Context: an optimization exercise on an open-source flow, tuned for small area and a short achievable clock period. The choices shown serve that exercise and are no tape-out recipe.
No run shown here included a check of the RTL's function; only the layout flow was run.

$ cat flow/config.mk
export PLATFORM = sky130hd
export DESIGN_NAME = prng
export DESIGN_NICKNAME = prng
export VERILOG_FILES = /design/flow/design.v
export SDC_FILE = /design/flow/constraint.sdc
export NUM_CORES = 4
export LEC_CHECK = 0
export CAP_MARGIN = 20
export CORE_MARGIN = 2
export CORE_UTILIZATION = 40
export SLEW_MARGIN = 20
export SYNTH_HIERARCHICAL = 1
$ cat flow/constraint.sdc
create_clock -name core_clock -period 7.0 [get_ports {clk}]
set_input_delay 1.4000 -clock core_clock [delete_from_list [all_inputs] [get_ports {clk}]]
set_output_delay 1.4000 -clock core_clock [all_outputs]
set_load 0.01 [all_outputs]
$ cat flow/design.v
module prng (
    input logic [31:0] seed,
    output logic [31:0] rand_num,
    input logic clk,
    input logic rst
);
    logic [31:0] state;
    wire [30:0] x = state[30:0];
    wire [30:0] xn = ~state[30:0];
    wire [30:0] nxt;
    wire s1;
    wire c2;
    wire s3;
    wire c4;
    wire s5;
    wire c6;
    wire s7;
    wire c8;
    wire s9;
    wire c10;
    wire s11;
    wire c12;
    wire s13;
    wire c14;
    wire s15;
    wire c16;
    wire s17;
    wire c18;
    wire s19;
    wire c20;
    wire s21;
    wire c22;
    wire s23;
    wire c24;
    wire s25;
    wire c26;
    wire s27;
    wire c28;
    wire s29;
    wire c30;
    wire s31;
    wire c32;
    wire s33;
    wire c34;
    wire s35;
    wire c36;
    wire s37;
    wire c38;
    wire s39;
    wire c40;
    wire s41;
    wire c42;
    wire s43;
    wire c44;
    wire s45;
    wire c46;
    wire s47;
    wire c48;
    wire s49;
    wire c50;
    wire s51;
    wire c52;
    wire s53;
    wire c54;
    wire s55;
    wire c56;
    wire s57;
    wire c58;
    wire s59;
    wire c60;
    wire s61;
    wire c62;
    wire s63;
    wire c64;
    wire s65;
    wire c66;
    wire s67;
    wire c68;
    wire s69;
    wire c70;
    wire s71;
    wire c72;
    wire s73;
    wire c74;
    wire s75;
    wire c76;
    wire s77;
    wire c78;
    wire s79;
    wire c80;
    wire s81;
    wire c82;
    wire s83;
    wire c84;
    wire s85;
    wire c86;
    wire s87;
    wire c88;
    wire s89;
    wire c90;
    wire s91;
    wire c92;
    wire s93;
    wire c94;
    wire s95;
    wire c96;
    wire s97;
    wire c98;
    wire s99;
    wire c100;
    wire s101;
    wire c102;
    wire s103;
    wire c104;
    wire s105;
    wire c106;
    wire s107;
    wire c108;
    wire s109;
    wire c110;
    wire s111;
    wire c112;
    wire s113;
    wire c114;
    wire s115;
    wire c116;
    wire s117;
    wire c118;
    wire s119;
    wire c120;
    wire s121;
    wire c122;
    wire s123;
    wire c124;
    wire s125;
    wire c126;
    wire s127;
    wire c128;
    wire s129;
    wire c130;
    wire s131;
    wire c132;
    wire s133;
    wire c134;
    wire s135;
    wire c136;
    wire s137;
    wire c138;
    wire s139;
    wire c140;
    wire s141;
    wire c142;
    wire s143;
    wire c144;
    wire s145;
    wire c146;
    wire s147;
    wire c148;
    wire s149;
    wire c150;
    wire s151;
    wire c152;
    wire s153;
    wire c154;
    wire s155;
    wire c156;
    wire s157;
    wire c158;
    wire s159;
    wire c160;
    wire s161;
    wire c162;
    wire s163;
    wire c164;
    wire s165;
    wire c166;
    wire s167;
    wire c168;
    wire s169;
    wire c170;
    wire s171;
    wire c172;
    wire s173;
    wire c174;
    wire s175;
    wire c176;
    wire s177;
    wire c178;
    wire s179;
    wire c180;
    wire s181;
    wire c182;
    wire s183;
    wire c184;
    wire s185;
    wire c186;
    wire s187;
    wire c188;
    wire s189;
    wire c190;
    wire s191;
    wire c192;
    wire s193;
    wire c194;
    wire s195;
    wire c196;
    wire s197;
    wire c198;
    wire s199;
    wire c200;
    wire s201;
    wire c202;
    wire s203;
    wire c204;
    wire s205;
    wire c206;
    wire s207;
    wire c208;
    wire s209;
    wire c210;
    wire s211;
    wire c212;
    wire s213;
    wire c214;
    wire s215;
    wire c216;
    wire s217;
    wire c218;
    wire s219;
    wire c220;
    wire s221;
    wire c222;
    wire s223;
    wire c224;
    wire s225;
    wire c226;
    wire s227;
    wire c228;
    wire s229;
    wire c230;
    wire s231;
    wire c232;
    wire s233;
    wire c234;
    wire s235;
    wire c236;
    wire s237;
    wire c238;
    wire s239;
    wire c240;
    wire s241;
    wire c242;
    wire s243;
    wire c244;
    wire s245;
    wire c246;
    wire s247;
    wire c248;
    wire s249;
    wire c250;
    wire s251;
    wire c252;
    wire s253;
    wire c254;
    wire s255;
    wire c256;
    wire s257;
    wire c258;
    wire s259;
    wire c260;
    wire s261;
    wire c262;
    wire s263;
    wire c264;
    wire s265;
    wire c266;
    wire s267;
    wire c268;
    wire s269;
    wire c270;
    wire s271;
    wire c272;
    wire s273;
    wire c274;
    wire s275;
    wire c276;
    wire s277;
    wire c278;
    wire s279;
    wire c280;
    wire s281;
    wire c282;
    wire s283;
    wire c284;
    wire s285;
    wire c286;
    wire s287;
    wire c288;
    wire s289;
    wire c290;
    wire s291;
    wire s292;
    wire s293;
    wire s294;
    wire s295;
    wire s296;
    wire s297;
    wire s298;
    wire s299;
    wire s300;
    assign s1 = 1'b0 ^ ~x[2] ^ x[0];
    assign c2 = (1'b0 & ~x[2]) | (1'b0 & x[0]) | (~x[2] & x[0]);
    assign s3 = 1'b0 ^ ~x[3] ^ x[1];
    assign c4 = (1'b0 & ~x[3]) | (1'b0 & x[1]) | (~x[3] & x[1]);
    fa u_s5 (.a(~x[4]), .b(x[2]), .c(x[0]), .s(s5), .co(c6));
    fa u_s7 (.a(~x[5]), .b(x[3]), .c(x[1]), .s(s7), .co(c8));
    assign s9 = 1'b0 ^ ~x[6] ^ x[4];
    assign c10 = (1'b0 & ~x[6]) | (1'b0 & x[4]) | (~x[6] & x[4]);
    fa u_s11 (.a(x[2]), .b(c8), .c(s9), .s(s11), .co(c12));
    fa u_s13 (.a(~x[7]), .b(x[5]), .c(x[3]), .s(s13), .co(c14));
    fa u_s15 (.a(~x[0]), .b(c10), .c(s13), .s(s15), .co(c16));
    fa u_s17 (.a(~x[8]), .b(x[6]), .c(x[4]), .s(s17), .co(c18));
    fa u_s19 (.a(~x[1]), .b(c14), .c(s17), .s(s19), .co(c20));
    assign s21 = 1'b0 ^ ~x[9] ^ x[7];
    assign c22 = (1'b0 & ~x[9]) | (1'b0 & x[7]) | (~x[9] & x[7]);
    fa u_s23 (.a(x[5]), .b(~x[2]), .c(x[0]), .s(s23), .co(c24));
    fa u_s25 (.a(c18), .b(s21), .c(s23), .s(s25), .co(c26));
    fa u_s27 (.a(~x[10]), .b(x[8]), .c(x[6]), .s(s27), .co(c28));
    fa u_s29 (.a(~x[3]), .b(x[1]), .c(c22), .s(s29), .co(c30));
    fa u_s31 (.a(c24), .b(s27), .c(c26), .s(s31), .co(c32));
    fa u_s33 (.a(~x[11]), .b(x[9]), .c(x[7]), .s(s33), .co(c34));
    fa u_s35 (.a(~x[4]), .b(x[2]), .c(c28), .s(s35), .co(c36));
    fa u_s37 (.a(s33), .b(c30), .c(s35), .s(s37), .co(c38));
    assign s39 = 1'b0 ^ ~x[12] ^ x[10];
    assign c40 = (1'b0 & ~x[12]) | (1'b0 & x[10]) | (~x[12] & x[10]);
    fa u_s41 (.a(x[8]), .b(~x[5]), .c(x[3]), .s(s41), .co(c42));
    fa u_s43 (.a(~x[0]), .b(c34), .c(s39), .s(s43), .co(c44));
    fa u_s45 (.a(s41), .b(c36), .c(s43), .s(s45), .co(c46));
    assign s47 = 1'b0 ^ ~x[13] ^ x[11];
    assign c48 = (1'b0 & ~x[13]) | (1'b0 & x[11]) | (~x[13] & x[11]);
    fa u_s49 (.a(x[9]), .b(~x[6]), .c(x[4]), .s(s49), .co(c50));
    fa u_s51 (.a(~x[1]), .b(c40), .c(c42), .s(s51), .co(c52));
    fa u_s53 (.a(s47), .b(s49), .c(c44), .s(s53), .co(c54));
    fa u_s55 (.a(s51), .b(c46), .c(s53), .s(s55), .co(c56));
    fa u_s57 (.a(~x[14]), .b(x[12]), .c(x[10]), .s(s57), .co(c58));
    fa u_s59 (.a(x[7]), .b(~x[5]), .c(x[2]), .s(s59), .co(c60));
    fa u_s61 (.a(~x[0]), .b(c48), .c(c50), .s(s61), .co(c62));
    fa u_s63 (.a(s57), .b(~s59), .c(c52), .s(s63), .co(c64));
    fa u_s65 (.a(s61), .b(c54), .c(s63), .s(s65), .co(c66));
    fa u_s67 (.a(~x[15]), .b(x[13]), .c(x[11]), .s(s67), .co(c68));
    fa u_s69 (.a(x[8]), .b(~x[6]), .c(x[3]), .s(s69), .co(c70));
    fa u_s71 (.a(x[1]), .b(~c58), .c(c60), .s(s71), .co(c72));
    fa u_s73 (.a(s67), .b(~s69), .c(c62), .s(s73), .co(c74));
    fa u_s75 (.a(~s71), .b(c64), .c(s73), .s(s75), .co(c76));
    fa u_s77 (.a(~x[16]), .b(x[14]), .c(x[12]), .s(s77), .co(c78));
    fa u_s79 (.a(x[9]), .b(~x[7]), .c(x[4]), .s(s79), .co(c80));
    fa u_s81 (.a(x[2]), .b(~c68), .c(c70), .s(s81), .co(c82));
    fa u_s83 (.a(~s77), .b(s79), .c(c72), .s(s83), .co(c84));
    fa u_s85 (.a(s81), .b(~c74), .c(s83), .s(s85), .co(c86));
    assign s87 = 1'b0 ^ ~x[17] ^ x[15];
    assign c88 = (1'b0 & ~x[17]) | (1'b0 & x[15]) | (~x[17] & x[15]);
    fa u_s89 (.a(x[13]), .b(~x[10]), .c(x[8]), .s(s89), .co(c90));
    fa u_s91 (.a(x[5]), .b(x[3]), .c(~x[0]), .s(s91), .co(c92));
    fa u_s93 (.a(c78), .b(~c80), .c(s87), .s(s93), .co(c94));
    fa u_s95 (.a(~s89), .b(s91), .c(c82), .s(s95), .co(c96));
    fa u_s97 (.a(~s93), .b(c84), .c(s95), .s(s97), .co(c98));
    fa u_s99 (.a(~x[18]), .b(x[16]), .c(x[14]), .s(s99), .co(c100));
    fa u_s101 (.a(x[11]), .b(~x[9]), .c(x[6]), .s(s101), .co(c102));
    fa u_s103 (.a(~x[4]), .b(x[1]), .c(c88), .s(s103), .co(c104));
    fa u_s105 (.a(c90), .b(~c92), .c(s99), .s(s105), .co(c106));
    fa u_s107 (.a(~s101), .b(c94), .c(s103), .s(s107), .co(c108));
    fa u_s109 (.a(s105), .b(~c96), .c(s107), .s(s109), .co(c110));
    fa u_s111 (.a(~x[19]), .b(x[17]), .c(x[15]), .s(s111), .co(c112));
    fa u_s113 (.a(x[12]), .b(~x[10]), .c(x[7]), .s(s113), .co(c114));
    fa u_s115 (.a(x[5]), .b(~x[2]), .c(x[0]), .s(s115), .co(c116));
    fa u_s117 (.a(c100), .b(~c102), .c(s111), .s(s117), .co(c118));
    fa u_s119 (.a(s113), .b(s115), .c(~c104), .s(s119), .co(c120));
    fa u_s121 (.a(c106), .b(s117), .c(c108), .s(s121), .co(c122));
    fa u_s123 (.a(~s119), .b(c110), .c(s121), .s(s123), .co(c124));
    fa u_s125 (.a(~x[20]), .b(x[18]), .c(x[16]), .s(s125), .co(c126));
    fa u_s127 (.a(x[13]), .b(~x[11]), .c(x[8]), .s(s127), .co(c128));
    fa u_s129 (.a(x[6]), .b(~x[3]), .c(x[1]), .s(s129), .co(c130));
    fa u_s131 (.a(~c112), .b(c114), .c(c116), .s(s131), .co(c132));
    fa u_s133 (.a(~s125), .b(s127), .c(s129), .s(s133), .co(c134));
    fa u_s135 (.a(~c118), .b(s131), .c(s133), .s(s135), .co(c136));
    fa u_s137 (.a(c120), .b(s135), .c(~c122), .s(s137), .co(c138));
    fa u_s139 (.a(~x[21]), .b(x[19]), .c(x[17]), .s(s139), .co(c140));
    fa u_s141 (.a(x[14]), .b(~x[12]), .c(x[9]), .s(s141), .co(c142));
    fa u_s143 (.a(x[7]), .b(~x[4]), .c(x[2]), .s(s143), .co(c144));
    fa u_s145 (.a(~c126), .b(c128), .c(c130), .s(s145), .co(c146));
    fa u_s147 (.a(~s139), .b(s141), .c(s143), .s(s147), .co(c148));
    fa u_s149 (.a(c132), .b(c134), .c(s145), .s(s149), .co(c150));
    fa u_s151 (.a(s147), .b(c136), .c(s149), .s(s151), .co(c152));
    assign s153 = 1'b0 ^ ~x[22] ^ x[20];
    assign c154 = (1'b0 & ~x[22]) | (1'b0 & x[20]) | (~x[22] & x[20]);
    fa u_s155 (.a(x[18]), .b(~x[15]), .c(x[13]), .s(s155), .co(c156));
    fa u_s157 (.a(x[10]), .b(x[8]), .c(~x[5]), .s(s157), .co(c158));
    fa u_s159 (.a(~x[3]), .b(x[0]), .c(c140), .s(s159), .co(c160));
    fa u_s161 (.a(c142), .b(c144), .c(~s153), .s(s161), .co(c162));
    fa u_s163 (.a(~s155), .b(s157), .c(c146), .s(s163), .co(c164));
    fa u_s165 (.a(c148), .b(~s159), .c(s161), .s(s165), .co(c166));
    fa u_s167 (.a(c150), .b(s163), .c(s165), .s(s167), .co(c168));
    fa u_s169 (.a(~x[23]), .b(x[21]), .c(x[19]), .s(s169), .co(c170));
    fa u_s171 (.a(x[16]), .b(~x[14]), .c(x[11]), .s(s171), .co(c172));
    fa u_s173 (.a(x[9]), .b(~x[6]), .c(x[4]), .s(s173), .co(c174));
    fa u_s175 (.a(x[1]), .b(c154), .c(c156), .s(s175), .co(c176));
    fa u_s177 (.a(c158), .b(~s169), .c(s171), .s(s177), .co(c178));
    fa u_s179 (.a(s173), .b(~c160), .c(c162), .s(s179), .co(c180));
    fa u_s181 (.a(~s175), .b(s177), .c(c164), .s(s181), .co(c182));
    fa u_s183 (.a(c166), .b(s179), .c(s181), .s(s183), .co(c184));
    fa u_s185 (.a(~x[24]), .b(x[22]), .c(x[20]), .s(s185), .co(c186));
    fa u_s187 (.a(x[17]), .b(~x[15]), .c(x[12]), .s(s187), .co(c188));
    fa u_s189 (.a(x[10]), .b(~x[7]), .c(x[5]), .s(s189), .co(c190));
    fa u_s191 (.a(x[2]), .b(c170), .c(~c172), .s(s191), .co(c192));
    fa u_s193 (.a(c174), .b(~s185), .c(s187), .s(s193), .co(c194));
    fa u_s195 (.a(s189), .b(~c176), .c(c178), .s(s195), .co(c196));
    fa u_s197 (.a(~s191), .b(s193), .c(c180), .s(s197), .co(c198));
    fa u_s199 (.a(s195), .b(c182), .c(s197), .s(s199), .co(c200));
    fa u_s201 (.a(~x[25]), .b(x[23]), .c(x[21]), .s(s201), .co(c202));
    fa u_s203 (.a(x[18]), .b(~x[16]), .c(x[13]), .s(s203), .co(c204));
    fa u_s205 (.a(x[11]), .b(~x[8]), .c(x[6]), .s(s205), .co(c206));
    fa u_s207 (.a(x[3]), .b(~x[0]), .c(c186), .s(s207), .co(c208));
    fa u_s209 (.a(c188), .b(c190), .c(~s201), .s(s209), .co(c210));
    fa u_s211 (.a(s203), .b(s205), .c(~c192), .s(s211), .co(c212));
    fa u_s213 (.a(c194), .b(~s207), .c(s209), .s(s213), .co(c214));
    fa u_s215 (.a(c196), .b(s211), .c(s213), .s(s215), .co(c216));
    fa u_s217 (.a(c198), .b(s215), .c(c200), .s(s217), .co(c218));
    fa u_s219 (.a(~x[26]), .b(x[24]), .c(x[22]), .s(s219), .co(c220));
    fa u_s221 (.a(x[19]), .b(~x[17]), .c(x[14]), .s(s221), .co(c222));
    fa u_s223 (.a(x[12]), .b(~x[9]), .c(x[7]), .s(s223), .co(c224));
    fa u_s225 (.a(x[4]), .b(~x[1]), .c(c202), .s(s225), .co(c226));
    fa u_s227 (.a(c204), .b(c206), .c(~s219), .s(s227), .co(c228));
    fa u_s229 (.a(s221), .b(s223), .c(~c208), .s(s229), .co(c230));
    fa u_s231 (.a(c210), .b(~s225), .c(s227), .s(s231), .co(c232));
    fa u_s233 (.a(c212), .b(s229), .c(c214), .s(s233), .co(c234));
    fa u_s235 (.a(s231), .b(c216), .c(s233), .s(s235), .co(c236));
    fa u_s237 (.a(~x[27]), .b(x[25]), .c(x[23]), .s(s237), .co(c238));
    fa u_s239 (.a(x[20]), .b(~x[18]), .c(x[15]), .s(s239), .co(c240));
    fa u_s241 (.a(x[13]), .b(~x[10]), .c(x[8]), .s(s241), .co(c242));
    fa u_s243 (.a(x[5]), .b(~x[2]), .c(c220), .s(s243), .co(c244));
    fa u_s245 (.a(c222), .b(c224), .c(~s237), .s(s245), .co(c246));
    fa u_s247 (.a(s239), .b(s241), .c(~c226), .s(s247), .co(c248));
    fa u_s249 (.a(c228), .b(~s243), .c(s245), .s(s249), .co(c250));
    fa u_s251 (.a(c230), .b(s247), .c(c232), .s(s251), .co(c252));
    fa u_s253 (.a(s249), .b(c234), .c(s251), .s(s253), .co(c254));
    fa u_s255 (.a(~x[28]), .b(x[26]), .c(x[24]), .s(s255), .co(c256));
    fa u_s257 (.a(x[21]), .b(~x[19]), .c(x[16]), .s(s257), .co(c258));
    fa u_s259 (.a(x[14]), .b(~x[11]), .c(x[9]), .s(s259), .co(c260));
    fa u_s261 (.a(x[6]), .b(~x[3]), .c(c238), .s(s261), .co(c262));
    fa u_s263 (.a(c240), .b(c242), .c(~s255), .s(s263), .co(c264));
    fa u_s265 (.a(s257), .b(s259), .c(~c244), .s(s265), .co(c266));
    fa u_s267 (.a(c246), .b(~s261), .c(s263), .s(s267), .co(c268));
    fa u_s269 (.a(c248), .b(s265), .c(c250), .s(s269), .co(c270));
    fa u_s271 (.a(s267), .b(c252), .c(s269), .s(s271), .co(c272));
    fa u_s273 (.a(~x[29]), .b(x[27]), .c(x[25]), .s(s273), .co(c274));
    fa u_s275 (.a(x[22]), .b(~x[20]), .c(x[17]), .s(s275), .co(c276));
    fa u_s277 (.a(x[15]), .b(~x[12]), .c(x[10]), .s(s277), .co(c278));
    fa u_s279 (.a(x[7]), .b(~x[4]), .c(c256), .s(s279), .co(c280));
    fa u_s281 (.a(c258), .b(c260), .c(~s273), .s(s281), .co(c282));
    fa u_s283 (.a(s275), .b(s277), .c(~c262), .s(s283), .co(c284));
    fa u_s285 (.a(c264), .b(~s279), .c(s281), .s(s285), .co(c286));
    fa u_s287 (.a(c266), .b(s283), .c(c268), .s(s287), .co(c288));
    fa u_s289 (.a(s285), .b(c270), .c(s287), .s(s289), .co(c290));
    assign s291 = ~x[30] ^ x[28] ^ x[26];
    assign s292 = x[23] ^ ~x[21] ^ x[18];
    assign s293 = x[16] ^ ~x[13] ^ x[11];
    assign s294 = ~x[8] ^ x[5] ^ x[0];
    assign s295 = ~c274 ^ c276 ^ c278;
    assign s296 = ~s291 ^ s292 ^ s293;
    assign s297 = s294 ^ ~c280 ^ c282;
    assign s298 = s295 ^ s296 ^ c284;
    assign s299 = c286 ^ s297 ^ s298;
    assign s300 = c288 ^ s299 ^ c290;
    wire [30:0] ra, rb;
    assign ra[0] = ~1'b0;
    assign rb[0] = x[0];
    assign ra[1] = x[1];
    assign rb[1] = 1'b0;
    assign ra[2] = ~s1;
    assign rb[2] = 1'b0;
    assign ra[3] = ~c2;
    assign rb[3] = ~s3;
    assign ra[4] = ~c4;
    assign rb[4] = ~s5;
    assign ra[5] = ~c6;
    assign rb[5] = ~s7;
    assign ra[6] = ~s11;
    assign rb[6] = 1'b0;
    assign ra[7] = ~c12;
    assign rb[7] = ~s15;
    assign ra[8] = ~c16;
    assign rb[8] = ~s19;
    assign ra[9] = ~c20;
    assign rb[9] = ~s25;
    assign ra[10] = ~s29;
    assign rb[10] = ~s31;
    assign ra[11] = ~c32;
    assign rb[11] = ~s37;
    assign ra[12] = ~c38;
    assign rb[12] = ~s45;
    assign ra[13] = ~s55;
    assign rb[13] = 1'b0;
    assign ra[14] = ~c56;
    assign rb[14] = ~s65;
    assign ra[15] = ~c66;
    assign rb[15] = ~s75;
    assign ra[16] = ~c76;
    assign rb[16] = s85;
    assign ra[17] = c86;
    assign rb[17] = s97;
    assign ra[18] = c98;
    assign rb[18] = ~s109;
    assign ra[19] = ~s123;
    assign rb[19] = 1'b0;
    assign ra[20] = ~c124;
    assign rb[20] = s137;
    assign ra[21] = s151;
    assign rb[21] = c138;
    assign ra[22] = c152;
    assign rb[22] = s167;
    assign ra[23] = c168;
    assign rb[23] = s183;
    assign ra[24] = c184;
    assign rb[24] = s199;
    assign ra[25] = s217;
    assign rb[25] = 1'b0;
    assign ra[26] = s235;
    assign rb[26] = c218;
    assign ra[27] = c236;
    assign rb[27] = s253;
    assign ra[28] = c254;
    assign rb[28] = s271;
    assign ra[29] = c272;
    assign rb[29] = s289;
    assign ra[30] = s300;
    assign rb[30] = 1'b0;
    assign nxt = ra + rb;
    always_ff @(posedge clk) begin
        if (rst) begin
            state <= seed;
        end else begin
            state <= {1'b0, nxt};
        end
        rand_num <= state;
    end
endmodule
module fa (
    input  logic a,
    input  logic b,
    input  logic c,
    output logic s,
    output logic co
);
    assign s = a ^ b ^ c;
    assign co = (a & b) | (a & c) | (b & c);
endmodule
$ cat flow/run.sh
#!/bin/bash
# synth_recipe.tcl (not shown) runs the flow's synth.tcl, then flattens the netlist and writes it again
# the make line also repeats each setting of config.mk as NAME=value (left out here)
make -C /OpenROAD-flow-scripts/flow DESIGN_CONFIG=/design/flow/config.mk WORK_HOME=/design/flow/orfs CLKGATE_MAP_FILE= SYNTH_SCRIPT=/design/flow/synth_recipe.tcl finish
==> results of run 1 <==
through the flow:
step / cell area, um2 / setup slack (ns) / std cells / util [%]
6_report: 7380 / 1.65 / 830 / 48.6
5_1_grt: 7380 / 1.38 / 830 / 48.6
4_1_cts: 7380 / 1.66 / 830 / 48.6
3_5_place_dp: 7110 / 1.70 / 815 / 46.7
3_3_place_gp: 7110 / 1.72 / 815 / 46.7
2_1_floorplan: 6240 / 2.43 / 568 / -
cells in the final DEF (no fill, tap or decap), types with 2 or more instances in the layout:
master / instances
or2_2: 3
dfxtp_1: 64
inv_1: 108
ha_1: 32
nor3_1: 7
nor2_1: 13
nand2_1: 37
nand2b_1: 3
fa_1: 137
nand3_1: 9
nor2b_1: 4
a31oi_1: 4
xnor2_1: 29
a211oi_1: 2
o31a_1: 3
a21oi_1: 16
o21a_1: 4
clkbuf_8: 2
clkbuf_1: 2
xor2_1: 14
nor3b_1: 2
clkinvlp_4: 2
clkdlybuf4s50_1: 64
clkbuf_16: 9
o22a_2: 2
a21o_1: 4
o21ai_0: 31
and3_1: 4
mux2_2: 3
o211ai_1: 2
o31ai_1: 3
routing by layer:
layer	part of all wire [%]	routed length, um	track usage [%]	vias to the layer above
met3	5.2	804	4.74	16
met1	46	7090	27.6	2091
li1	-	-	-	1920
met2	47	7260	32.6	114
met4	1.6	242	6.46	0
met5	0	0	0	-
layout make-up:
type / count / area (um2) / share of cell area [%]
sequential: 64 / 1280 / 17.4
clock inverter: 2 / 15.0 / 0.203
timing repair buffer: 66 / 653 / 8.85
inverter: 108 / 405 / 5.49
tap: 188 / 235 / 3.19
multi-input combinational: 389 / 4530 / 61.4
clock buffer: 13 / 260 / 3.53
state kept, by name, summed over array words and instances, names as in the netlist:
signal and count:
rand_num 32, state 32
cells by family (layout without fill, tap and decap cells):
| family | Yosys count | after routing |
|---|---|---|
| compound gates | 82 | 82 |
| buf+inv | 115 | 189 |
| mux | 4 | 4 |
| simple gates | 91 | 91 |
| fa+ha+maj | 169 | 169 |
| xor+xnor | 43 | 43 |
| flops | 64 | 64 |
synthesized netlist by cell type, types with 4 or more instances:
library cell,number,area share [%]
a21o_1,4,0.48
nor2_1,13,0.78
clkbuf_1,7,0.42
dfxtp_1,64,21
and3_1,4,0.40
ha_1,32,6.4
xor2_1,14,2.0
nand2_1,37,2.2
o21a_1,4,0.48
nor2b_1,4,0.40
xnor2_1,29,4.1
a21oi_1,16,1.3
inv_1,108,6.5
o21ai_0,31,2.5
nand3_1,9,0.72
nor3_1,7,0.56
fa_1,137,44
a31oi_1,4,0.40
critical path: cells and delay by family, from the launching register on:
family | cells | cell delay, ns
adders and majority gates | 5 | 2.19
AOI/OAI and AO/OA | 7 | 1.80
DFF | 1 | 0.70
buffers and inverters | 2 | 0.33
xor gates and xnor gates | 1 | 0.18
worst min path at each step:
stage	cells after the start	end	startpoint
floorplan	0	rand_num[31]	state[31]
global placement	0	rand_num[31]	state[31]
detailed placement	0	rand_num[31]	state[31]
CTS	0	rand_num[31]	state[31]
global route	0	rand_num[31]	state[31]
finish	0	rand_num[31]	state[31]
Yosys stat by module (local to each module, per instance):
module  cells inside  flip-flops and latches  times used  area (um2)
prng             431                      64           1        3500
fa                 1                       0         137        20.0
==> run_results.csv, run 1 <==
group,metric,value,unit
outcome,status,"finished clean",
timing,rsz0062_at_grt,"no",
timing,tns,0,ns
global_route,grt.overflow.total,0,
synth,synthSimpleGateAreaFrac,7.17,%
synth,syn-cell-area,6240,um2
layout,layout-drive-gt1-share,4.83,%
synth,synth_ff_type,"dfxtp_1",
setup_path,required,7.21,ns
synth,ys_seq_elements,64,
timing,finalSetupViolations,0,
synth,synthDistinctLibCells,48,
setup_path,crit_chain,"inv_1 -> fa_1 -> fa_1 -> fa_1 -> fa_1 -> inv_1 -> ha_1 -> a21oi_1 -> a21boi_0 -> o311a_2 -> a211oi_2 -> a21oi_2 -> a311oi_2 -> xnor2_1 -> o21ai_1",
setup_path,crit_path_start_kind,"register",
die,core,15200,um2
setup_path,critical_path.reg2reg.startpoint,"state[5]",
placed_design,gp_congestion,0.949,
route,dr.pass1.iters,4,
synth,synthXorXnorAreaFrac,6.03,%
synth,synth_top_family_by_area,"adder cells",
setup_path,cp-end-kind,"register",
clock_tree,clk_pin_slew,0.05,ns
route,drc_errors,0,
layout,fillCellCount,1398,
timing,holdWs,0.326,ns
setup_path,r2r_slack,1.65,ns
global_route,grt_pass1_vias,4543,
setup_path,crit_path_max_fanout,9,
synth,synth_compound_area_share,8.32,%
layout,finalNetCount,841,
setup_path,critical_path.startpoint,"state[5]",
setup_path,r2r-end,"state[30]",
clock_tree,cts_setup_buffers,0,
route,num_vias,4141,
setup_path,critPathMaxStageDelay,0.70,ns
timing,finalMaxSlewViolations,0,
setup_path,crit_type,"register to register",
hold_path,hold_path_class,"register to register",
layout,insertedDiodeCount,0,
synth,ys_async_sr_fraction,0,%
clock_tree,tritoncts,"done",
synth,synthesis.instances,568,
setup_path,crit_end,"state[30]",
route,ant_nets,0,
synth,synth-seq-area-share,20.5,%
setup_path,cp_common_cell,"fa_1",
die,fp.dieW,129,um
global_route,track_usage,20.4,%
timing,worstMarginPinSlew,0.755,ns
clock_tree,cts_max_path_buffers,2,
synth,synth.net_count,771,
die,ios,66,
setup_path,cp_data_arrival_time,5.56,ns
clock_tree,clock_latency,0.34,ns
route,post_drt_via_cell_ratio,4.99,
timing,slew_headroom,49.6,%
die,rows,45,
synth,yosysWarnings,7,
clock_tree,cts.sinks,64,
synth,synth_edf_count,0,
die,die-height,129,um
clock_tree,ctsHoldBuffers,0,
timing,finalWorstPathRequiredPeriod,5.35,ns
clock_tree,cts-resized-gates,0,
die,dieArea,16600,um2
clock_tree,root_buffer,"clkbuf_16",
timing,fmax,187,MHz
global_route,grt_pass1_wl,24.8,mm
route,routed_wl,15.4,mm
route,drt-initial-drc-count,313,
flow_run,cap_violations,0,
synth,synthAdderAreaFrac,50.3,%
synth,synthMuxAreaShare,0.701,%
placed_design,port_buffers,65,
route,wl_per_cell,18.6,um
timing,fin_skew,0.00511,ns
clock_tree,cts_buffers,9,
timing,post-route-period-util,76.5,%
clock_tree,cts-htree-levels,3,
global_route,grt_start_max_net_pins,66,
setup_path,critPathSlowestCell,"dfxtp_1",
layout,area_growth,18.2,%
timing,finalHoldViolCount,0,
synth,syn_avg_cell_area,11.0,um2
setup_path,rr_worst_depth,15,
die,start_util,41.1,%
placed_design,place_hpwl,12.7,mm
global_route,antenna_found_initial,0,
==> run 2: changes to the inputs <==
--- a/flow/config.mk
+++ b/flow/config.mk
@@ -10,2 +10,3 @@
 export CORE_UTILIZATION = 40
+export SETUP_SLACK_MARGIN = 2.5
 export SLEW_MARGIN = 20
==> run 2 against run 1 <==
  * Count of clock-buffer cells in the layout is 2 lower
  * Global-route usage increased by 1.3 points
  * Wire length rose by 8.2%
  * Die area unchanged
  * Worst setup slack improved by 0.79 ns
  * Synthesized area did not move
  * First-iteration DRC count down 17%
  * Synthesized cell count is the same
  * Still clean on timing, DRC and antenna
==> run_results.csv, run 2 <==
group,metric,value,unit
synth,synth_commonest_cells,"fa_1, inv_1, dfxtp_1, nand2_1, ha_1",
setup_path,required,7.21,ns
synth,synthSimpleGateAreaFrac,7.17,%
clock_tree,tritoncts,"done",
synth,synth_ff_type,"dfxtp_1",
placed_design,dp_slack,1.69,ns
clock_tree,cts-htree-levels,3,
timing,fin_skew,0.00674,ns
setup_path,crit_type,"register to register",
placed_design,gp_congestion,0.996,
global_route,track_usage,21.7,%
timing,slew_headroom,58.5,%
die,rows,45,
route,num_vias,4360,
global_route,grt_pass1_wl,26.2,mm
clock_tree,ctsHoldBuffers,0,
synth,ys_top_cells_by_area,"fa_1, dfxtp_1, inv_1, ha_1, xnor2_1",
route,ant_nets,0,
global_route,use_met1,29.9,%
layout,final_common_cell,"fa_1",
timing,rsz0062_at_grt,"yes",
die,core,15200,um2
synth,synth.net_count,771,
setup_path,cp-end-kind,"register",
synth,synthDistinctLibCells,48,
global_route,grt.overflow.total,0,
global_route,use_met3,3.83,%
layout,final_cell_area,8050,um2
synth,syn_avg_cell_area,11.0,um2
layout,insertedDiodeCount,0,
die,dieArea,16600,um2
synth,synthesis.instances,568,
global_route,grt_start_max_net_pins,66,
die,fp.dieW,129,um
setup_path,rr_worst_depth,16,
synth,synth_compound_area_share,8.32,%
timing,post-route-period-util,65.2,%
synth,synth_most_common_cell,"fa_1",
route,post_drt_via_cell_ratio,4.99,
route,dr.pass1.iters,4,
clock_tree,cts_buffers,9,
timing,tns,0,ns
timing,finalSetupViolations,0,
setup_path,crit_path_start_kind,"register",
global_route,antenna_found_initial,0,
route,drc_errors,0,
die,start_util,41.1,%
timing,finalWorstPathRequiredPeriod,4.56,ns
global_route,busiest_layer,"met2",
layout,final_core_util,53.0,%
layout,layout_common_cells,"fa_1, inv_1, clkdlybuf4s50_1",
clock_tree,cts_max_path_buffers,2,
hold_path,holdPathStages,0,
global_route,grtUsageMet2,34.5,%
hold_path,hold_path_class,"register to register",
layout,layout-drive-gt1-share,19.7,%
timing,fmax,219,MHz
synth,synthXorXnorAreaFrac,6.03,%
synth,ys_async_sr_fraction,0,%
clock_tree,clock_latency,0.35,ns
timing,finalMaxSlewViolations,0,
global_route,grt_pass1_vias,4732,
route,wl_per_cell,19.1,um
timing,worst_slack,2.44,ns
clock_tree,root_buffer,"clkbuf_16",
synth,yosys.area.top_type_share,43.9,%
synth,synth_top_family_by_area,"adder cells",
die,ios,66,
clock_tree,cts.sinks,64,
route,drt-initial-drc-count,259,
setup_path,cp_data_arrival_time,4.77,ns
synth,yosysWarnings,7,
setup_path,crit_path_max_fanout,4,
synth,synthAdderAreaFrac,50.3,%
synth,synth_edf_count,0,
die,die-height,129,um
synth,synth-seq-area-share,20.5,%
synth,synthMuxAreaShare,0.701,%
synth,ys_seq_elements,64,
timing,worstMarginPinSlew,0.623,ns
layout,finalNetCount,884,
placed_design,placed_cell_area,7110,um2
flow_run,cap_violations,0,
placed_design,port_buffers,65,
synth,netlist.top_cell.by_area,"fa_1",
clock_tree,clk_pin_slew,0.05,ns
synth,syn-cell-area,6240,um2
outcome,status,"finished clean",
layout,area_growth,28.9,%
route,routed_wl,16.7,mm
layout,largest_registers,"rand_num x32, state x32",
timing,finalHoldViolCount,0,
placed_design,place_hpwl,12.8,mm
run 2: worst max-delay path, stage by stage, from the launching register on:
cell and delay, ns:
dfxtp_4 0.38, clkinvlp_4 0.17, buf_4 0.18, fa_1 0.41, fa_1 0.47, fa_1 0.43, inv_1 0.09, fa_2 0.46
ha_4 0.19, or2_4 0.24, o22a_4 0.20, o311a_4 0.13, a211oi_4 0.29, a21oi_2 0.12, a311oi_2 0.41, xnor2_1 0.17
o21ai_1 0.07
run 2: cell type report:
type	count	area [um2]
inverter	108	439
fill	1348	7150
clock inverter	5	56.3
sequential	64	1360
clock buffer	11	243
multi-input combinational	389	4720
timing repair buffer	109	1000
tap	188	235
run 2: routing by layer:
| layer | wire length, um | up-vias |
|---|---|---|
| met3 | 758 | 36 |
| met4 | 531 | 0 |
| met2 | 7890 | 116 |
| met5 | 0 | - |
| li1 | - | 2017 |
| met1 | 7490 | 2191 |
run 2: cell families after synthesis:
family,count (synthesis)
and+or+nand+nor,91
AOI/OAI and AO/OA,82
xor gates and xnor gates,43
buffers and inverters,115
muxes,4
DFF,64
adders and majority gates,169
run 2: metrics by stage:
step	std cells	hold slack [ns]
finish	874	0.326
global route	874	0.332
CTS	849	0.331
detailed placement	815	0.319
global placement	815	0.310
floorplan	568	0.310
run 2: path summary, 6_finish.rpt:
check            start           end  slack, ns
max          state[10]     state[30]       2.44
max reg2reg  state[10]     state[30]       2.44
min          state[31]  rand_num[31]       0.33
min reg2reg  state[31]  rand_num[31]       0.33
run 2: timing repair:
| item | CTS | global route |
|---|---|---|
| gates resized for setup | 52 | 43 |
| setup endpoints to repair | 11 | 7 |
| buffers inserted | 18 | 25 |
| pin swaps | 7 | 15 |
run 2: per-module statistics from Yosys (local to each module, per instance):
module / area, um2 / flip-flops and latches / cells / copies in the design
fa: 20.0 / 0 / 1 / 137
prng: 3500 / 64 / 431 / 1
==> run 3: changes to the inputs <==
--- a/flow/config.mk
+++ b/flow/config.mk
@@ -7,2 +7,3 @@
 export LEC_CHECK = 0
+export ABC_CLOCK_PERIOD_IN_PS = 2000
 export CAP_MARGIN = 20
==> run 3 against run 2 <==
  * Still clean
  * Register-to-register slack hardly changed
  * Synthesized area stayed put
  * Non-clock buffer count stayed put
  * Critical path depth stayed put
  * Maximum frequency stayed put
  * Flip-flop and latch count stayed put
  * Clock skew stayed put
==> run_results.csv, run 3 <==
group,metric,value,unit
placed_design,dp_slack,1.69,ns
route,num_vias,4360,
die,dieArea,16600,um2
synth,synth_most_common_cell,"fa_1",
global_route,grt.overflow.total,0,
synth,ys_seq_elements,64,
layout,insertedDiodeCount,0,
flow_run,cap_violations,0,
clock_tree,cts_buffers,9,
global_route,track_usage,21.7,%
layout,multi_input_area,4720,um2
layout,largest_registers,"rand_num x32, state x32",
clock_tree,cts.sinks,64,
placed_design,gp_congestion,0.996,
timing,fin_skew,0.00674,ns
die,rows,45,
die,die-height,129,um
setup_path,cp_data_arrival_time,4.77,ns
timing,finalHoldViolCount,0,
layout,finalNetCount,884,
setup_path,cp-end-kind,"register",
synth,synth_edf_count,0,
global_route,grt_start_max_net_pins,66,
layout,layout_common_cells,"fa_1, inv_1, clkdlybuf4s50_1",
setup_path,crit_path_max_fanout,4,
synth,synth_commonest_cells,"fa_1, inv_1, dfxtp_1, nand2_1, ha_1",
synth,ys_async_sr_fraction,0,%
clock_tree,tritoncts,"done",
synth,synth-seq-area-share,20.5,%
layout,final_cells,874,
timing,worstMarginPinSlew,0.623,ns
setup_path,critPathMaxStageDelay,0.47,ns
setup_path,critPathSlowestCell,"fa_1",
synth,netlist.top_cell.by_area,"fa_1",
placed_design,dp.cells,815,
clock_tree,clock_latency,0.35,ns
placed_design,place_hpwl,12.8,mm
route,routed_wl,16.7,mm
outcome,status,"finished clean",
global_route,grt_pass1_vias,4732,
global_route,antenna_found_initial,0,
die,ios,66,
global_route,use_met1,29.9,%
setup_path,required,7.21,ns
layout,final_common_cell,"fa_1",
die,start_util,41.1,%
synth,synth_ff_type,"dfxtp_1",
synth,yosys.area.top_type_share,43.9,%
route,post_drt_via_cell_ratio,4.99,
setup_path,crit_path_start_kind,"register",
global_route,grt_pass1_wl,26.2,mm
timing,post-route-period-util,65.2,%
synth,ys_top_cells_by_area,"fa_1, dfxtp_1, inv_1, ha_1, xnor2_1",
route,ant_nets,0,
route,drc_errors,0,
placed_design,port_buffers,65,
clock_tree,clk_pin_slew,0.05,ns
timing,finalWorstPathRequiredPeriod,4.56,ns
synth,synthDistinctLibCells,48,
synth,synth.net_count,771,
global_route,grtUsageMet2,34.5,%
clock_tree,cts_max_path_buffers,2,
die,core,15200,um2
global_route,use_met3,3.83,%
global_route,busiest_layer,"met2",
die,fp.dieW,129,um
hold_path,hold_path_class,"register to register",
synth,syn_avg_cell_area,11.0,um2
synth,syn-cell-area,6240,um2
layout,fillCellCount,1348,
clock_tree,ctsHoldBuffers,0,
clock_tree,root_buffer,"clkbuf_16",
setup_path,crit_type,"register to register",
setup_path,crit_chain,"clkinvlp_4 -> buf_4 -> fa_1 -> fa_1 -> fa_1 -> inv_1 -> fa_2 -> ha_4 -> or2_4 -> o22a_4 -> o311a_4 -> a211oi_4 -> a21oi_2 -> a311oi_2 -> xnor2_1 -> o21ai_1",
setup_path,r2r_slack,2.44,ns
timing,finalSetupViolations,0,
timing,rsz0062_at_grt,"yes",
layout,area_growth,28.9,%
setup_path,path_delay_family,"adder cells",
timing,slew_headroom,58.5,%
setup_path,critPathBufInv,3,
timing,finalMaxSlewViolations,0,
timing,tns,0,ns
layout,layout-drive-gt1-share,19.7,%
timing,worst_slack,2.44,ns
synth,yosysWarnings,7,
synth,synthesis.instances,568,
timing,fmax,219,MHz
route,dr.pass1.iters,4,
route,wl_per_cell,19.1,um
clock_tree,cts-htree-levels,3,
layout,regArea,1360,um2
route,drt-initial-drc-count,259,
setup_path,cp_common_cell,"fa_1",
run 3: worst paths after layout:
check,endpoint,startpoint,cells after the start
max,state[30],state[10],16
min,rand_num[31],state[31],0
max reg2reg,state[30],state[10],16
min reg2reg,rand_num[31],state[31],0
run 3: metrics by stage:
stage	hold WS, ns	cell area, um2	utilization (%)
2_1_floorplan	0.310	6250	-
3_3_place_gp	0.310	7110	46.8
3_5_place_dp	0.319	7110	46.8
4_1_cts	0.331	7670	50.5
5_1_grt	0.332	8050	53.0
6_report	0.326	8050	53.0
run 3: area by class of cell:
| class | instances | share of cell area, % |
|---|---|---|
| inverter | 108 | 5.46 |
| tap | 188 | 2.92 |
| sequential | 64 | 16.9 |
| clock inverter | 5 | 0.699 |
| clock buffer | 11 | 3.02 |
| multi-input combinational | 389 | 58.6 |
| timing repair buffer | 109 | 12.4 |
run 3: logic make-up (layout without fill, tap and decap cells):
kind of cell / Yosys count / after routing / share of synthesized area, %
buffers and inverters: 115 / 233 / 6.91
xor gates and xnor gates: 43 / 43 / 6.03
and+or+nand+nor: 91 / 91 / 7.17
adders and majority gates: 169 / 169 / 50.3
AOI/OAI and AO/OA: 82 / 82 / 8.32
muxes: 4 / 4 / 0.701
DFF: 64 / 64 / 20.5
run 3: per-layer routing:
layer  share of wire, %  up-vias
met2                 47      116
met1                 45     2191
met3                4.5       36
met4                3.2        0
met5                  0        -
li1                   -     2017
run 3: timing repair:
action                                 4_1_cts  5_1_grt
endpoints found under the hold margin        0        0
setup buffers                               18       25
resized for setup                           52       43
pin swaps                                    7       15
setup endpoints to repair                   11        7
run 3: per-module statistics from Yosys (local to each module, per instance):
module,flops+latches,cell area [um2]
fa,0,20.0
prng,64,3500
==> run 4: changes to the inputs <==
--- a/flow/design.v
+++ b/flow/design.v
@@ -536,3 +536,109 @@
     assign rb[30] = 1'b0;
-    assign nxt = ra + rb;
+    wire [30:0] g0 = ra & rb;
+    wire [30:0] p0 = ra ^ rb;
+    wire gg1 = g0[1] | (p0[1] & g0[0]);
+    wire gg2 = g0[3] | (p0[3] & g0[2]);
+    wire pp2 = p0[3] & p0[2];
+    wire gg3 = g0[5] | (p0[5] & g0[4]);
+    wire pp3 = p0[5] & p0[4];
+    wire gg4 = g0[7] | (p0[7] & g0[6]);
+    wire pp4 = p0[7] & p0[6];
+    wire gg5 = g0[9] | (p0[9] & g0[8]);
+    wire pp5 = p0[9] & p0[8];
+    wire gg6 = g0[11] | (p0[11] & g0[10]);
+    wire pp6 = p0[11] & p0[10];
+    wire gg7 = g0[13] | (p0[13] & g0[12]);
+    wire pp7 = p0[13] & p0[12];
+    wire gg8 = g0[15] | (p0[15] & g0[14]);
+    wire pp8 = p0[15] & p0[14];
+    wire gg9 = g0[17] | (p0[17] & g0[16]);
+    wire pp9 = p0[17] & p0[16];
+    wire gg10 = g0[19] | (p0[19] & g0[18]);
+    wire pp10 = p0[19] & p0[18];
+    wire gg11 = g0[21] | (p0[21] & g0[20]);
+    wire pp11 = p0[21] & p0[20];
+    wire gg12 = g0[23] | (p0[23] & g0[22]);
+    wire pp12 = p0[23] & p0[22];
+    wire gg13 = g0[25] | (p0[25] & g0[24]);
+    wire pp13 = p0[25] & p0[24];
+    wire gg14 = g0[27] | (p0[27] & g0[26]);
+    wire pp14 = p0[27] & p0[26];
+    wire gg15 = g0[29] | (p0[29] & g0[28]);
+    wire pp15 = p0[29] & p0[28];
+    wire gg16 = gg2 | (pp2 & gg1);
+    wire gg17 = gg4 | (pp4 & gg3);
+    wire pp17 = pp4 & pp3;
+    wire gg18 = gg6 | (pp6 & gg5);
+    wire pp18 = pp6 & pp5;
+    wire gg19 = gg8 | (pp8 & gg7);
+    wire pp19 = pp8 & pp7;
+    wire gg20 = gg10 | (pp10 & gg9);
+    wire pp20 = pp10 & pp9;
+    wire gg21 = gg12 | (pp12 & gg11);
+    wire pp21 = pp12 & pp11;
+    wire gg22 = gg14 | (pp14 & gg13);
+    wire pp22 = pp14 & pp13;
+    wire gg23 = gg17 | (pp17 & gg16);
+    wire gg24 = gg19 | (pp19 & gg18);
+    wire pp24 = pp19 & pp18;
+    wire gg25 = gg21 | (pp21 & gg20);
+    wire pp25 = pp21 & pp20;
+    wire gg26 = gg24 | (pp24 & gg23);
+    wire gg27 = gg25 | (pp25 & gg26);
+    wire gg28 = gg18 | (pp18 & gg23);
+    wire gg29 = gg20 | (pp20 & gg26);
+    wire gg30 = gg22 | (pp22 & gg27);
+    wire gg31 = gg3 | (pp3 & gg16);
+    wire gg32 = gg5 | (pp5 & gg23);
+    wire gg33 = gg7 | (pp7 & gg28);
+    wire gg34 = gg9 | (pp9 & gg26);
+    wire gg35 = gg11 | (pp11 & gg29);
+    wire gg36 = gg13 | (pp13 & gg27);
+    wire gg37 = gg15 | (pp15 & gg30);
+    wire gg38 = g0[2] | (p0[2] & gg1);
+    wire gg39 = g0[4] | (p0[4] & gg16);
+    wire gg40 = g0[6] | (p0[6] & gg31);
+    wire gg41 = g0[8] | (p0[8] & gg23);
+    wire gg42 = g0[10] | (p0[10] & gg32);
+    wire gg43 = g0[12] | (p0[12] & gg28);
+    wire gg44 = g0[14] | (p0[14] & gg33);
+    wire gg45 = g0[16] | (p0[16] & gg26);
+    wire gg46 = g0[18] | (p0[18] & gg34);
+    wire gg47 = g0[20] | (p0[20] & gg29);
+    wire gg48 = g0[22] | (p0[22] & gg35);
+    wire gg49 = g0[24] | (p0[24] & gg27);
+    wire gg50 = g0[26] | (p0[26] & gg36);
+    wire gg51 = g0[28] | (p0[28] & gg30);
+    wire gg52 = g0[30] | (p0[30] & gg37);
+    assign nxt[0] = p0[0];
+    assign nxt[1] = p0[1] ^ g0[0];
+    assign nxt[2] = p0[2] ^ gg1;
+    assign nxt[3] = p0[3] ^ gg38;
+    assign nxt[4] = p0[4] ^ gg16;
+    assign nxt[5] = p0[5] ^ gg39;
+    assign nxt[6] = p0[6] ^ gg31;
+    assign nxt[7] = p0[7] ^ gg40;
+    assign nxt[8] = p0[8] ^ gg23;
+    assign nxt[9] = p0[9] ^ gg41;
+    assign nxt[10] = p0[10] ^ gg32;
+    assign nxt[11] = p0[11] ^ gg42;
+    assign nxt[12] = p0[12] ^ gg28;
+    assign nxt[13] = p0[13] ^ gg43;
+    assign nxt[14] = p0[14] ^ gg33;
+    assign nxt[15] = p0[15] ^ gg44;
+    assign nxt[16] = p0[16] ^ gg26;
+    assign nxt[17] = p0[17] ^ gg45;
+    assign nxt[18] = p0[18] ^ gg34;
+    assign nxt[19] = p0[19] ^ gg46;
+    assign nxt[20] = p0[20] ^ gg29;
+    assign nxt[21] = p0[21] ^ gg47;
+    assign nxt[22] = p0[22] ^ gg35;
+    assign nxt[23] = p0[23] ^ gg48;
+    assign nxt[24] = p0[24] ^ gg27;
+    assign nxt[25] = p0[25] ^ gg49;
+    assign nxt[26] = p0[26] ^ gg36;
+    assign nxt[27] = p0[27] ^ gg50;
+    assign nxt[28] = p0[28] ^ gg30;
+    assign nxt[29] = p0[29] ^ gg51;
+    assign nxt[30] = p0[30] ^ gg37;
     always_ff @(posedge clk) begin
--- a/flow/config.mk
+++ b/flow/config.mk
@@ -7,3 +7,2 @@
 export LEC_CHECK = 0
-export ABC_CLOCK_PERIOD_IN_PS = 2000
 export CAP_MARGIN = 20
==> run 4 against run 3 <==
  * Critical path depth fell by 2
  * Largest cell class unchanged
  * Final cell count decreased by 5.7%
  * Still clean
  * Maximum frequency shrank 3.5%
  * Worst setup slack lost 0.17 ns
  * Highest routed layer unchanged
  * Clock skew down 0.00097 ns
  * Synthesized cell count decreased by 11%
==> run_results.csv, run 4 <==
group,metric,value,unit
placed_design,place_hpwl,12.7,mm
setup_path,cp_data_arrival_time,4.96,ns
setup_path,cp_common_cell,"fa_2",
die,die-height,128,um
clock_tree,ctsHoldBuffers,0,
layout,largest_registers,"rand_num x32, state x32",
global_route,grt_pass1_wl,26.4,mm
synth,synth_commonest_cells,"fa_1, inv_1, dfxtp_1, ha_1",
layout,final_common_cell,"fa_1",
synth,yosys.area.top_type_share,48.6,%
die,core,15100,um2
setup_path,cp-end-kind,"register",
outcome,status,"finished clean",
layout,insertedDiodeCount,0,
timing,finalSetupViolations,0,
hold_path,hold_path_class,"register to register",
die,dieArea,16400,um2
synth,syn-cell-area,6140,um2
setup_path,crit_path_max_fanout,4,
timing,fin_skew,0.00577,ns
layout,final_core_util,54.3,%
setup_path,crit_path_start_kind,"register",
clock_tree,cts_max_path_buffers,2,
layout,layout-drive-gt1-share,29.1,%
route,num_vias,4066,
placed_design,gp_congestion,0.957,
timing,finalWorstPathRequiredPeriod,4.73,ns
flow_run,cap_violations,0,
route,ant_nets,0,
global_route,grt.overflow.total,0,
synth,synth.net_count,723,
synth,synth_most_common_cell,"fa_1",
clock_tree,cts.sinks,64,
setup_path,critPathBufInv,1,
timing,finalMaxSlewViolations,0,
synth,netlist.top_cell.by_area,"fa_1",
timing,finalHoldViolCount,0,
global_route,antenna_found_initial,0,
route,drc_errors,0,
setup_path,path_delay_family,"adder cells",
route,wl_per_cell,20.2,um
timing,slew_headroom,36.7,%
setup_path,r2r_slack,2.27,ns
global_route,grt_pass1_vias,4656,
synth,ys_seq_elements,64,
clock_tree,clock_latency,0.34,ns
synth,synth-seq-area-share,20.9,%
synth,synth_ff_type,"dfxtp_1",
layout,area_growth,33.5,%
setup_path,crit_type,"register to register",
setup_path,required,7.24,ns
layout,layout_common_cells,"fa_1, inv_1, clkdlybuf4s50_1",
synth,synthDistinctLibCells,45,
placed_design,port_buffers,65,
synth,yosysWarnings,7,
die,fp.dieW,128,um
setup_path,crit_chain,"buf_6 -> fa_2 -> fa_2 -> fa_2 -> fa_1 -> fa_2 -> fa_2 -> nand2_2 -> or3_1 -> o221ai_2 -> nand2b_4 -> a31o_4 -> fa_1 -> mux2_2",
route,post_drt_via_cell_ratio,4.93,
timing,fmax,212,MHz
setup_path,critPathSlowestCell,"fa_2",
clock_tree,clk_pin_slew,0.06,ns
timing,post-route-period-util,67.5,%
setup_path,critPathMaxStageDelay,0.62,ns
clock_tree,cts_buffers,9,
synth,synth_edf_count,0,
synth,synthesis.instances,506,
route,dr.pass1.iters,5,
clock_tree,tritoncts,"done",
global_route,grt_start_max_net_pins,54,
layout,finalNetCount,848,
synth,syn_avg_cell_area,12.1,um2
route,routed_wl,16.6,mm
synth,ys_top_cells_by_area,"fa_1, dfxtp_1, ha_1, inv_1, xnor2_1",
global_route,track_usage,22.5,%
timing,worstMarginPinSlew,0.950,ns
die,ios,66,
die,start_util,40.7,%
layout,fillCellCount,1284,
clock_tree,root_buffer,"clkbuf_16",
route,drt-initial-drc-count,144,
clock_tree,cts-htree-levels,3,
timing,tns,0,ns
die,rows,45,
timing,rsz0062_at_grt,"yes",
synth,ys_async_sr_fraction,0,%
run 4: cell count changes after synthesis, moves of 7 or more:
| cell | change |
|---|---|
| a21oi_1 | -8 |
| xor2_1 | -7 |
| nand2_1 | -13 |
| fa_1 | +12 |
| o21ai_0 | -9 |
| nor2_1 | -11 |
| mux2_2 | +8 |
run 4: per-layer routing:
metal / part of all wire, % / GRT usage, % / vias up
li1: - / - / 1802
met1: 42 / 29.3 / 2061
met3: 7.1 / 6.09 / 38
met2: 47 / 36.0 / 165
met4: 3.8 / 9.11 / 0
met5: 0 / 0 / -
run 4: final timing paths:
check / end / cells after the start / startpoint
setup / recovery: state[28] / 14 / state[7]
hold / removal: rand_num[31] / 0 / state[31]
setup reg to reg: state[28] / 14 / state[7]
hold reg to reg: rand_num[31] / 0 / state[31]
run 4: area by class of cell:
cell class / count / area [um2] / area share (%)
Clock buffer: 13 / 293 / 3.57
Clock inverter: 3 / 43.8 / 0.534
Inverter: 109 / 427 / 5.20
Multi-Input combinational cell: 327 / 4710 / 57.4
Sequential cell: 64 / 1380 / 16.8
Tap cell: 188 / 235 / 2.87
Timing Repair Buffer: 120 / 1110 / 13.6
run 4: what timing repair did:
| action | CTS | global route |
|---|---|---|
| endpoints found under the setup margin | 15 | 16 |
| pin swaps | 17 | 17 |
| resized for setup | 57 | 36 |
| buffers inserted | 36 | 19 |
run 4: stage by stage:
step	hold slack, ns	setup slack, ns	cell area [um2]	instances
6_report	0.325	2.27	8200	824
5_1_grt	0.343	2.16	8200	824
4_1_cts	0.328	2.23	7920	805
3_5_place_dp	0.315	1.90	7070	753
3_3_place_gp	0.314	1.87	7070	753
2_1_floorplan	0.310	2.40	6220	506
run 4: Yosys stat by module, one instance, submodules excluded:
module  flip-flops and latches  area, um2  times used
fa                           0       20.0         137
prng                        64       3400           1
run 4: logic make-up after synthesis:
kind of cell / Yosys count / synth area share, %
compound gates: 53 / 5.76
xor+xnor: 33 / 5.05
fa+ha+maj: 183 / 55.5
buf+inv: 115 / 7.05
flops: 64 / 20.9
mux: 11 / 2.02
simple gates: 47 / 3.79

[re-timing with driven ports]
How much do the figures lean on ideal ports? The routed layouts below were timed once more, with nothing changed but the port constraints. Step 1 (the two cells are an assumption about what drives the block):
set clk [get_ports {clk}]
set_driving_cell -lib_cell sky130_fd_sc_hd__clkbuf_16 $clk
set_driving_cell -lib_cell sky130_fd_sc_hd__buf_2 [delete_from_list [all_inputs] $clk]
Step 2, shift: input delay + t, output delay - t, t = (earliest + latest rising clock arrival at the registers) / 2. This alone moves slack from input paths to output paths. a / b / c = ideal / step 1 / step 2; a / b = the first two.
run | t (ns) | setup WS [ns] | worst setup path at the end | worst data-port slew with drivers (ns)
run 1 | 0.380 | 1.648 / 1.648 / 1.648 | register to register | 0.05
run 2 | 0.388 | 2.439 / 2.439 / 2.439 | register to register | 0.03
run 3 | 0.388 | 2.439 / 2.439 / 2.439 | register to register | 0.03
run 4 | 0.386 | 2.273 / 2.273 / 2.273 | register to register | 0.04
After both steps setup and hold are still met in every run listed.
